This design comes from an exercise in tuning for small area, a short achievable clock period and few clock cycles per item on the open sky130 flow, not from production work. Function was checked by simulation only, so behaviour that the tests miss may differ from the original. Power is estimated from default activity; no workload was simulated.

// mmult
module mmult(
    input clk,
    input reset_n,
    input enable,
    input [0:9*8-1] A_mat,
    input [0:9*8-1] B_mat,
    output valid,
    output reg [0:9*17-1] C_mat
);
Size in the first run: about 2,900 cells after synthesis, about 300 flip-flops, about 300 I/O pins.
clock: 11.0 ns
lec_check: 0
cap_margin: 20
core_margin: 2
core_utilization: 40
slew_margin: 20
standard.sh (not shown) runs the stock make flow with config.mk's settings and CLKGATE_MAP_FILE= SYNTH_SCRIPT=/design/flow/synth_recipe.tcl, a recipe that flattens the netlist after the stock synthesis.
==> flow/flow/run.sh <==
#!/bin/bash
# Standard layout, with these changes: Yosys's "abc -fast" pre-pass is skipped
# (so the full adders extract with clean polarity), the port buffers are the
# smallest plain buffer instead of the delay buffer buffer_ports picks, and
# timing repair aims for 6.6 ns of setup slack instead of 0.
export SYNTH_ARGS=-noabc
export BUFFER_PORTS_ARGS="-buffer_cell sky130_fd_sc_hd__buf_1"
export SETUP_SLACK_MARGIN=6.6
bash standard.sh > standard.log 2>&1
Testbench counts at the start, summed over its fixed seeds: cycles 2,048, items 512.
Next try:
==> flow/flow/run.sh (replaced) <==
#!/bin/bash
# Standard layout, with these changes: Yosys's "abc -fast" pre-pass is skipped
# (so the full adders extract with clean polarity), the port buffers are the
# smallest plain buffer instead of the delay buffer buffer_ports picks, and
# timing repair aims for 6.5 ns of setup slack instead of 0.
export SYNTH_ARGS=-noabc
export BUFFER_PORTS_ARGS="-buffer_cell sky130_fd_sc_hd__buf_1"
export SETUP_SLACK_MARGIN=6.5
bash standard.sh > standard.log 2>&1
Settings changed: CORE_UTILIZATION 40 to 60.
After rerunning: Clock-buffer cell count drops by 6; critical path depth is unchanged; synthesized cell count is unchanged; final cell count came out lower by a little under a tenth; sequential share of layout area rises by 0.56 points; via count increases slightly.
Next try:
==> flow/flow/run.sh (replaced) <==
#!/bin/bash
# Standard layout, with two changes: Yosys's "abc -fast" pre-pass is skipped
# (so the full adders extract with clean polarity) and the port buffers are
# the smallest plain buffer instead of the delay buffer buffer_ports picks.
cp standard.sh standard_sh.txt
cp config.mk config_mk.txt
export SYNTH_ARGS=-noabc
export BUFFER_PORTS_ARGS="-buffer_cell sky130_fd_sc_hd__buf_1"
bash standard.sh > standard.log 2>&1
Settings changed: CORE_UTILIZATION 60 to 40.
Worst setup slack degrades by 580 ps.
Wire length came out higher by about 3.3%.
Design area came out higher by 1.4%.
Hold slack degrades by 9.1 ps.
Sequential share of layout area came out lower by 0.52 points.
Next try:
==> flow/flow/run.sh (replaced) <==
#!/bin/bash
# Standard layout, with these changes: Yosys's "abc -fast" pre-pass is skipped
# (so the full adders extract with clean polarity), the port buffers are the
# smallest plain buffer instead of the delay buffer buffer_ports picks, and
# timing repair aims for 7.5 ns of setup slack instead of 0,
# using only gate sizing and pin swaps.
export SYNTH_ARGS=-noabc
export BUFFER_PORTS_ARGS="-buffer_cell sky130_fd_sc_hd__buf_1"
export SETUP_SLACK_MARGIN=7.5
export SETUP_MOVE_SEQUENCE=unbuffer,sizeup,swap
bash standard.sh > standard.log 2>&1
Effect: The new run produced a clean layout; global-route usage came out higher by 1.2 points; flip-flop and latch count does not change; sequential power rises by about 5%; clock-buffer cell count came out lower by 6; sequential share of layout area falls by 1.2 points; design area climbs by 9.0%.


## lane 1
mmult again, from the RTL that the note above started with.
## mmult
module mmult(
    input clk,
    input reset_n,
    input enable,
    input [0:9*8-1] A_mat,
    input [0:9*8-1] B_mat,
    output valid,
    output reg [0:9*17-1] C_mat
);
    reg [0:71] A, B;
    reg [1:0] cnt;
    wire load = !enable || !reset_n;
    assign valid = cnt[1] & cnt[0];
    wire [7:0] a0 = A[0:7];
    wire [7:0] a1 = A[24:31];
    wire [7:0] a2 = A[48:55];
    wire [7:0] b0 = B[0:7];
    wire [7:0] b1 = B[8:15];
    wire [7:0] b2 = B[16:23];
    wire [16:0] acc0 = C_mat[0:16];
    wire c00_p0_0 = a0[0] & b0[0];
    wire c00_p0_1 = a0[0] & b0[1];
    wire c00_p0_2 = a0[0] & b0[2];
    wire c00_p0_3 = a0[0] & b0[3];
    wire c00_p0_4 = a0[0] & b0[4];
    wire c00_p0_5 = a0[0] & b0[5];
    wire c00_p0_6 = a0[0] & b0[6];
    wire c00_p0_7 = a0[0] & b0[7];
    wire c00_p1_0 = a0[1] & b0[0];
    wire c00_p1_1 = a0[1] & b0[1];
    wire c00_p1_2 = a0[1] & b0[2];
    wire c00_p1_3 = a0[1] & b0[3];
    wire c00_p1_4 = a0[1] & b0[4];
    wire c00_p1_5 = a0[1] & b0[5];
    wire c00_p1_6 = a0[1] & b0[6];
  ...
Settings: LEC_CHECK=0, CAP_MARGIN=20, CORE_MARGIN=2, CORE_UTILIZATION=40, CTS_CLUSTER_DIAMETER=150, CTS_CLUSTER_SIZE=20, SLEW_MARGIN=20; clock period 11.0 ns.
==> flow/flow/run.sh <==
#!/bin/bash
# Standard layout, with these changes: Yosys's "abc -fast" pre-pass is skipped
# (so the full adders extract with clean polarity), the port buffers are the
# smallest plain buffer instead of the delay buffer buffer_ports picks, and
# timing repair aims for 6.6 ns of setup slack instead of 0.
export SYNTH_ARGS=-noabc
export BUFFER_PORTS_ARGS="-buffer_cell sky130_fd_sc_hd__buf_1"
export SETUP_SLACK_MARGIN=6.6
bash standard.sh > standard.log 2>&1
Testbench counts of lane 1, summed over its fixed seeds: cycles 2,048, items 512.
### lane 1 -> lane 2
Settings: clearing CTS_CLUSTER_SIZE, which used to be 20; putting CTS_BUF_LIST at sky130_fd_sc_hd__clkbuf_4 where nothing was set; clearing CTS_CLUSTER_DIAMETER, which used to be 150.
==> flow/flow/run.sh <==
#!/bin/bash
# Standard layout, with these changes: Yosys's "abc -fast" pre-pass is skipped
# (so the full adders extract with clean polarity), the port buffers are the
# smallest plain buffer instead of the delay buffer buffer_ports picks, and
# timing repair aims for 6.5 ns of setup slack instead of 0.
export SYNTH_ARGS=-noabc
export BUFFER_PORTS_ARGS="-buffer_cell sky130_fd_sc_hd__buf_1"
export SETUP_SLACK_MARGIN=6.5
bash standard.sh > standard.log 2>&1
[summary]
Diff lane 1 -> lane 2 | final cell area excluding filler cells | increase of 540 um2
Lane 2 has number of resized instances in the post-cts repair step below what lane 1 had.
Summary: with lane 1 as the reference, final-stage net count in lane 2 moved up slightly.
The worst-case headroom to the max-slew limit of lane 2 was inferior to that of lane 1.
Of the two candidates, lane 1 has the better sum of routed wire length over all layers and lane 2 the worse one.
Between lane 2 and lane 1, it is lane 2 whose proportion of final cell area spent on non-clock buffers is lower, by 0.27 points.
Critical path startpoint: A[29]$_DFF_P_ -> lane 2, B[4]$_DFF_P_ -> lane 1
Of lane 1 and lane 2, the run reporting the higher peak clock frequency supported by timing was lane 1.
Of lane 2 and lane 1, it is lane 2 that has the higher layout cell share with drive strength beyond 1.
Cmp lane 1 and lane 2 / part of the power in combinational logic / lower: lane 2
Of lane 2 and lane 1, it is lane 2 that has the lower register-to-register slack.
## Diff of input files: lane 3 against lane 2
Settings: removing CTS_BUF_LIST (formerly sky130_fd_sc_hd__clkbuf_4).
==> flow/flow/run.sh <==
#!/bin/bash
# Standard layout (the standard.sh), with these changes:
# - Yosys's "abc -fast" pre-pass is skipped, so the full adders extract with
#   clean polarity (no inverters between them);
# - the port buffers are the smallest plain buffer instead of the delay buffer
#   buffer_ports picks;
# - timing repair aims for 0 ns of setup slack in floorplan and 7.5 ns after
#   placement, instead of 0. The clock, period and constraints are unchanged.
# After placement the repair only uses these moves: unbuffer,sizeup,swap.
set -e
export SYNTH_ARGS=-noabc
export BUFFER_PORTS_ARGS="-buffer_cell sky130_fd_sc_hd__buf_1"
export SETUP_SLACK_MARGIN=0
bash standard.sh synth floorplan > standard_synth_floorplan.log 2>&1
export SETUP_SLACK_MARGIN=7.5
export SETUP_MOVE_SEQUENCE=unbuffer,sizeup,swap
bash standard.sh > standard.log 2>&1
[summary]
Delta(total power consumption of the routed design, lane 3 - lane 2) > 0. Higher proportion of layout cells with a drive suffix above 1 among lane 2 and lane 3: lane 3. As far as placed cell area goes, lane 2 and lane 3 are indistinguishable; the numbers are identical. Setup slack ended up 210 ps higher on lane 3 than on lane 2. Lane 3 has final area above what lane 2 had. Summary of lane 3 over lane 2: die footprint did not really move; number of antenna violations at the first check in global routing went down; met3 wire length went down; combinational cell power went up.
Edits applied to the flow inputs when going from lane 3 to lane 4:
Settings: setting CTS_CLUSTER_SIZE to 24 for the first time; setting CTS_CLUSTER_DIAMETER to 100 for the first time.
==> flow/flow/run.sh <==
#!/bin/bash
# Standard layout, with these changes: Yosys's "abc -fast" pre-pass is skipped
# (so the full adders extract with clean polarity), the port buffers are the
# smallest plain buffer instead of the delay buffer buffer_ports picks, and
# timing repair aims for 6.6 ns of setup slack instead of 0.
export SYNTH_ARGS=-noabc
export BUFFER_PORTS_ARGS="-buffer_cell sky130_fd_sc_hd__buf_1"
export SETUP_SLACK_MARGIN=6.6
bash standard.sh > standard.log 2>&1
--- outcome ---
Lane 4 vs lane 3: clock share of power down. Critical path startpoint = reset_n: lane 4; critical path startpoint = A[53]$_DFF_P_: lane 3. Reported for lane 3 and lane 4, synthesized cell count turned out identical to the last digit. Going from lane 3 to lane 4, routed wire length shrank by a few percent.
The following lists how lane 5 was set up differently from lane 4:
Settings: CTS_CLUSTER_DIAMETER no longer set, was 100; CTS_CLUSTER_SIZE no longer set, was 24.
==> flow/flow/run.sh <==
#!/bin/bash
# Standard layout, with these changes: Yosys's "abc -fast" pre-pass is skipped
# (so the full adders extract with clean polarity), the port buffers are the
# smallest plain buffer instead of the delay buffer buffer_ports picks, and
# timing repair aims for 7.0 ns of setup slack instead of 0.
export SYNTH_ARGS=-noabc
export BUFFER_PORTS_ARGS="-buffer_cell sky130_fd_sc_hd__buf_1"
export SETUP_SLACK_MARGIN=7.0
bash standard.sh > standard.log 2>&1
Results
Compared with lane 4, lane 5 shows a higher relative area of clock buffers and inverters in the final design.
Via count of the first global-routing pass in lane 5 vs lane 4: up 634
Lane 5 and lane 4 ended up with roughly the same number of different library cells in the post-synthesis netlist.
Changes observed in lane 5 relative to lane 4: net switching fraction of the power went down by 3.7 points, final critical-path setup slack went up by 190 ps, upper clock frequency limit increased by about 4.6% relative to the old numbers.
From lane 4 to lane 5 the numbers moved as follows: number of resized instances in the post-cts repair step picked up an extra 1100%, instance count on the critical path went up, y dimension of the die flat, sequential power shows no meaningful change.
Routed wire in lane 5 totals more than in lane 4.

==> port drivers added, routing unchanged <==
The flow's constraints put no driver on any port. The routed layouts listed below were extracted and timed again, unchanged, in two steps.
Step 1: set_driving_cell puts a clkbuf_16 on clk and a buf_2 on each other input, an assumption about the parent block.
Step 2 moves the port delays by t, midway between the first and last clock arrival at a register: inputs arrive t later, outputs are due t later. That takes back most of the time a late clock gives input paths.
a / b / c = no drivers / after step 1 / after step 2; a / b = the first two.
run	t, ns	setup WS [ns]	pins driven straight from the clock port
the first run of note 1	0.641	6.753 / 6.753 / 6.264	1
the second run of note 1	0.624	6.674 / 6.674 / 6.248	1
the third run of note 1	0.641	6.092 / 6.092 / 6.015	1
the fourth run of note 1	0.653	6.861 / 6.861 / 6.766	1
lane 1	0.617	6.727 / 6.727 / 6.266	1
lane 2	0.928	6.664 / 6.664 / 5.939	1
lane 3	0.640	6.874 / 6.874 / 6.654	1
lane 4	0.639	6.736 / 6.747 / 6.137	1
lane 5	0.624	6.923 / 6.923 / 6.511	1
After both steps every run listed still meets setup and hold. For lane 2, which loses most, drivers alone change the setup slack by 0.000 ns; drivers and shift together by -0.725 ns.
